Background: an optimization exercise with open tools, aiming at small area and a short achievable clock period. Do not read the settings as production practice.
The RTL was checked by simulation tests, not by an equivalence proof against the original design.
Power figures rest on the tool's default switching activity, not on a simulated workload.

north:
## cpu_top
module cpu_top(
    input wire clk,
    input wire rst_n,
    input wire [31:0] rData,
    input wire [31:0] inst,
    output wire [31:0] pc,
    output wire [31:0] display,
    output wire [31:0] addr,
    output wire [31:0] wData,
    output wire wen,
    output wire [31:0] rdata_19
);
assign display = inst;
assign pc = pc_r;
reg         rst_n_reg;
reg  [31:0] pc_r;
reg  [31:0] inst_ID;
reg  [3:0]  rs1_hi, rs2_hi;    
reg         valid_ID;
reg         first_ID;
reg  [31:0] rD1_EX;       
reg  [31:0] bq_EX;        
reg  [31:0] sd_EX;        
reg  [4:0]  wR_EX;
reg         A_reg, A_c, A_slot, A_wb;
reg         B_q, B_c, B_cn, B_slot, B_slotn, B_wb, B_wbn;
reg         S_reg, S_c, S_slot, S_wb;
reg         H_q, H_c, H_slot, H_wb;
reg         op_sub, op_and, op_or, op_xor, op_sll, op_srl, op_sra;
reg         RF_we_EX, Dram_we_EX, link_EX, load_EX;
reg         br_EX, jmp_EX, brlt_EX, brinv_EX;
reg  [7:0]  eqg_EX, ltg_EX;
wire breq_EX = &eqg_EX;
wire [3:0] eqh = {eqg_EX[7] & eqg_EX[6], eqg_EX[5] & eqg_EX[4], eqg_EX[3] & eqg_EX[2], eqg_EX[1] & eqg_EX[0]};
wire [3:0] lth = {ltg_EX[7] | eqg_EX[7] & ltg_EX[6], ltg_EX[5] | eqg_EX[5] & ltg_EX[4],
                  ltg_EX[3] | eqg_EX[3] & ltg_EX[2], ltg_EX[1] | eqg_EX[1] & ltg_EX[0]};
wire brlt_v  = lth[3] | eqh[3] & (lth[2] | eqh[2] & (lth[1] | eqh[1] & lth[0]));
wire npc_op_EX = jmp_EX | br_EX & ((brlt_EX ? brlt_v : breq_EX) ^ brinv_EX);
reg  [31:0] c_MEM;
reg  [31:0] slot_MEM;
reg  [4:0]  wR_MEM;
reg         RF_we_MEM, Dram_we_MEM, link_MEM, load_MEM;
reg  [31:0] RF_wd_WB;
reg  [4:0]  wR_WB;
reg         RF_we_WB;
wire [31:0] a = ({32{A_reg}}  & rD1_EX)
              | ({32{A_c}}    & c_MEM)
              | ({32{A_slot}} & slot_MEM)
              | ({32{A_wb}}   & RF_wd_WB);
wire [31:0] b = ({32{B_q}}     & bq_EX)
              | ({32{B_c}}     & c_MEM)
              | ({32{B_cn}}    & ~c_MEM)
  ...
clock: 8.5 ns
lec_check: 0
cap_margin: 20
core_margin: 2
core_utilization: 40
cts_cluster_diameter: 90
cts_cluster_size: 25
place_density: 0.5
setup_slack_margin: 4.7
slew_margin: 20
synth_hierarchical: 1
synth_minimum_keep_size: 0
standard.sh (not shown) runs the stock make flow with config.mk's settings and CLKGATE_MAP_FILE= SYNTH_SCRIPT=/design/flow/synth_recipe.tcl, a recipe that flattens the netlist after the stock synthesis.
==> flow/flow/run.sh <==
#!/bin/bash
set -uo pipefail
export BUFFER_PORTS_ARGS="-buffer_cell sky130_fd_sc_hd__buf_1"
export CTS_ARGS="-sink_clustering_enable -repair_clock_nets -sink_clustering_size 25 -sink_clustering_max_diameter 90 -dont_use_dummy_load"
bash standard.sh > standard.log 2>&1
status=$?
echo "standard.sh exited with $status"
exit $status
north: done, clean on timing, DRC and antenna
diff inputs: north => south
--- a/flow/design.v
+++ b/flow/design.v
@@ -10,17 +10,16 @@
     output wire wen,
     output wire [31:0] rdata_19
 );
 assign display = inst;
 assign pc = pc_r;
 reg         rst_n_reg;
 reg  [31:0] pc_r;
 reg  [31:0] inst_ID;
-reg  [3:0]  rs1_hi, rs2_hi;    
 reg         valid_ID;
 reg         first_ID;
 reg  [31:0] rD1_EX;       
 reg  [31:0] bq_EX;        
 reg  [31:0] sd_EX;        
 reg  [4:0]  wR_EX;
 reg         A_reg, A_c, A_slot, A_wb;
 reg         B_q, B_c, B_cn, B_slot, B_slotn, B_wb, B_wbn;
@@ -107,38 +106,36 @@
 reg  [31:0] R [1:31];      
 reg  [31:0] R19;
 reg  [31:1] rvalid;
 wire [4:0]  rs1 = inst_ID[19:15];
 wire [4:0]  rs2 = inst_ID[24:20];
 wire [31:1] s1, s2;
 generate for (gi = 1; gi < 32; gi = gi + 1) begin : g_sel
     if (gi == 19) begin : g_s19
-        assign s1[gi] = rs1_hi[gi >> 3] & (rs1[2:0] == (gi & 7));
-        assign s2[gi] = rs2_hi[gi >> 3] & (rs2[2:0] == (gi & 7));
+        assign s1[gi] = (rs1 == gi);
+        assign s2[gi] = (rs2 == gi);
     end else begin : g_sn
-        assign s1[gi] = rs1_hi[gi >> 3] & (rs1[2:0] == (gi & 7)) & rvalid[gi];
-        assign s2[gi] = rs2_hi[gi >> 3] & (rs2[2:0] == (gi & 7)) & rvalid[gi];
+        assign s1[gi] = (rs1 == gi) & rvalid[gi];
+        assign s2[gi] = (rs2 == gi) & rvalid[gi];
     end
 end endgenerate
-wire [31:0] rf_rd1_n, rf_rd2_n;       
-wire [31:0] rf_rd1 = ~rf_rd1_n;
-wire [31:0] rf_rd2 = ~rf_rd2_n;
+wire [31:0] rf_rd1, rf_rd2;
 genvar gb;
 generate for (gb = 0; gb < 32; gb = gb + 1) begin : g_rd
     wire [31:1] d;
     for (gi = 1; gi < 32; gi = gi + 1) begin : g_d
         if (gi == 19) begin : g_d19
             assign d[gi] = R19[gb];
         end else begin : g_dn
             assign d[gi] = R[gi][gb];
         end
     end
-    rf_bit u_rd1(.sel(s1), .d(d), .o_n(rf_rd1_n[gb]));
-    rf_bit u_rd2(.sel(s2), .d(d), .o_n(rf_rd2_n[gb]));
+    rf_bit u_rd1(.sel(s1), .d(d), .o(rf_rd1[gb]));
+    rf_bit u_rd2(.sel(s2), .d(d), .o(rf_rd2[gb]));
 end endgenerate
 always @(posedge clk or negedge rst_n)
     if (!rst_n) R19 <= 32'b0;
     else if (RF_we_WB && wR_WB == 5'd19) R19 <= RF_wd_WB;
 generate for (gi = 1; gi < 32; gi = gi + 1) begin : g_rf
     if (gi != 19) begin : g_rn
         always @(posedge clk)
             if (RF_we_WB && wR_WB == gi) R[gi] <= RF_wd_WB;
@@ -221,18 +218,16 @@
 always @(posedge clk) rst_n_reg <= rst_n;
 always @(posedge clk or negedge rst_n)
     if (!rst_n)          pc_r <= 32'b0;
     else if (!rst_n_reg) pc_r <= 32'b0;
     else if (!stall)     pc_r <= npc_op_EX ? sum : pc_r + 32'd4;    
 always @(posedge clk)
     if (!stall) begin
         inst_ID  <= inst;
-        rs1_hi   <= 4'b0001 << inst[19:18];
-        rs2_hi   <= 4'b0001 << inst[24:23];
         first_ID <= ~rst_n_reg;
     end
 always @(posedge clk or negedge rst_n)
     if (!rst_n)          valid_ID <= 1'b0;
     else if (npc_op_EX)  valid_ID <= 1'b0;
     else if (!stall)     valid_ID <= 1'b1;
 always @(posedge clk) begin
     rD1_EX <= a_fw ? rd1_ID : pc_ID;
@@ -306,31 +301,42 @@
 always @(posedge clk) begin
     RF_wd_WB <= regData_wb;
     wR_WB    <= wR_MEM;
 end
 endmodule
 module rf_bit(
     input  wire [31:1] sel,
     input  wire [31:1] d,
-    output wire        o_n
+    output wire        o
 );
 wire [10:0] g;
 genvar i;
 generate for (i = 0; i < 10; i = i + 1) begin : g_grp
     rf_aoi3 u_aoi(.s(sel[3*i+3:3*i+1]), .d(d[3*i+3:3*i+1]), .o(g[i]));
 end endgenerate
 assign g[10] = ~(sel[31] & d[31]);
-rf_and11 u_and(.x(g), .o(o_n));
+wire [3:0] h;
+wire [1:0] k;
+rf_nand3 u_h0(.a(g[0]), .b(g[1]), .c(g[2]), .y(h[0]));
+rf_nand3 u_h1(.a(g[3]), .b(g[4]), .c(g[5]), .y(h[1]));
+rf_nand3 u_h2(.a(g[6]), .b(g[7]), .c(g[8]), .y(h[2]));
+rf_nand2 u_h3(.a(g[9]), .b(g[10]), .y(h[3]));
+rf_nor2  u_k0(.a(h[0]), .b(h[1]), .y(k[0]));
+rf_nor2  u_k1(.a(h[2]), .b(h[3]), .y(k[1]));
+rf_nand2 u_o (.a(k[0]), .b(k[1]), .y(o));
 endmodule
 module rf_aoi3(
     input  wire [2:0] s,
     input  wire [2:0] d,
     output wire       o
 );
 assign o = ~|(s & d);
 endmodule
-module rf_and11(
-    input  wire [10:0] x,
-    output wire        o
-);
-assign o = &x;
+module rf_nand3(input wire a, input wire b, input wire c, output wire y);
+assign y = ~(a & b & c);
+endmodule
+module rf_nand2(input wire a, input wire b, output wire y);
+assign y = ~(a & b);
+endmodule
+module rf_nor2(input wire a, input wire b, output wire y);
+assign y = ~(a | b);
 endmodule
==> comparison <==
- south: no failed stages, no open violations at the end
- Between north and south, sequential fraction of the synthesis area decreased.
- Going from north to south, the setup slack was found to have gone down by 150 ps.
- The post-synth design cell area was comparable across south and north.
- Going from north to south, count of cell instances traversed by the critical path down 4; fmax shrank by 9.7 MHz.
- Taking north as the reference point, the growth of design area from synthesis to finish of south falls by 0.21 points.
- The number of flops mapped to enable cells by yosys reported for south is smaller than that of north by about 0.8%.
- Lower relative contribution of combinational cells to total power goes to north over south.
- north -> south: wire length of the first global-routing pass flat
- Between north and south, the post-detailed-route wirelength per cell figures differ only marginally.

what the ideal ports hide:
How much do the figures lean on ideal ports? The routed layouts below were timed once more, with nothing changed but the port constraints. Step 1: set_driving_cell puts a clkbuf_16 on clk and a buf_2 on each other input, an assumption about the parent block. Step 2, shift: input delay + t, output delay - t, t = (earliest + latest rising clock arrival at the registers) / 2. This alone moves slack from input paths to output paths. Three values: ideal, step 1, step 2; two values: the first two.
| run | t (ns) | setup WS [ns] | worst hold slack (ns) | slew at the worst register clock pin (ns) | pins driven straight from the clock port |
|---|---|---|---|---|---|
| north | 0.772 | 4.676 / 4.676 / 4.676 | 0.352 / 0.352 / 0.352 | 0.11 / 0.11 | 1 |
| south | 0.768 | 4.528 / 4.528 / 4.528 | 0.362 / 0.362 / 0.362 | 0.11 / 0.11 | 1 |
After both steps setup and hold are still met in every run listed.
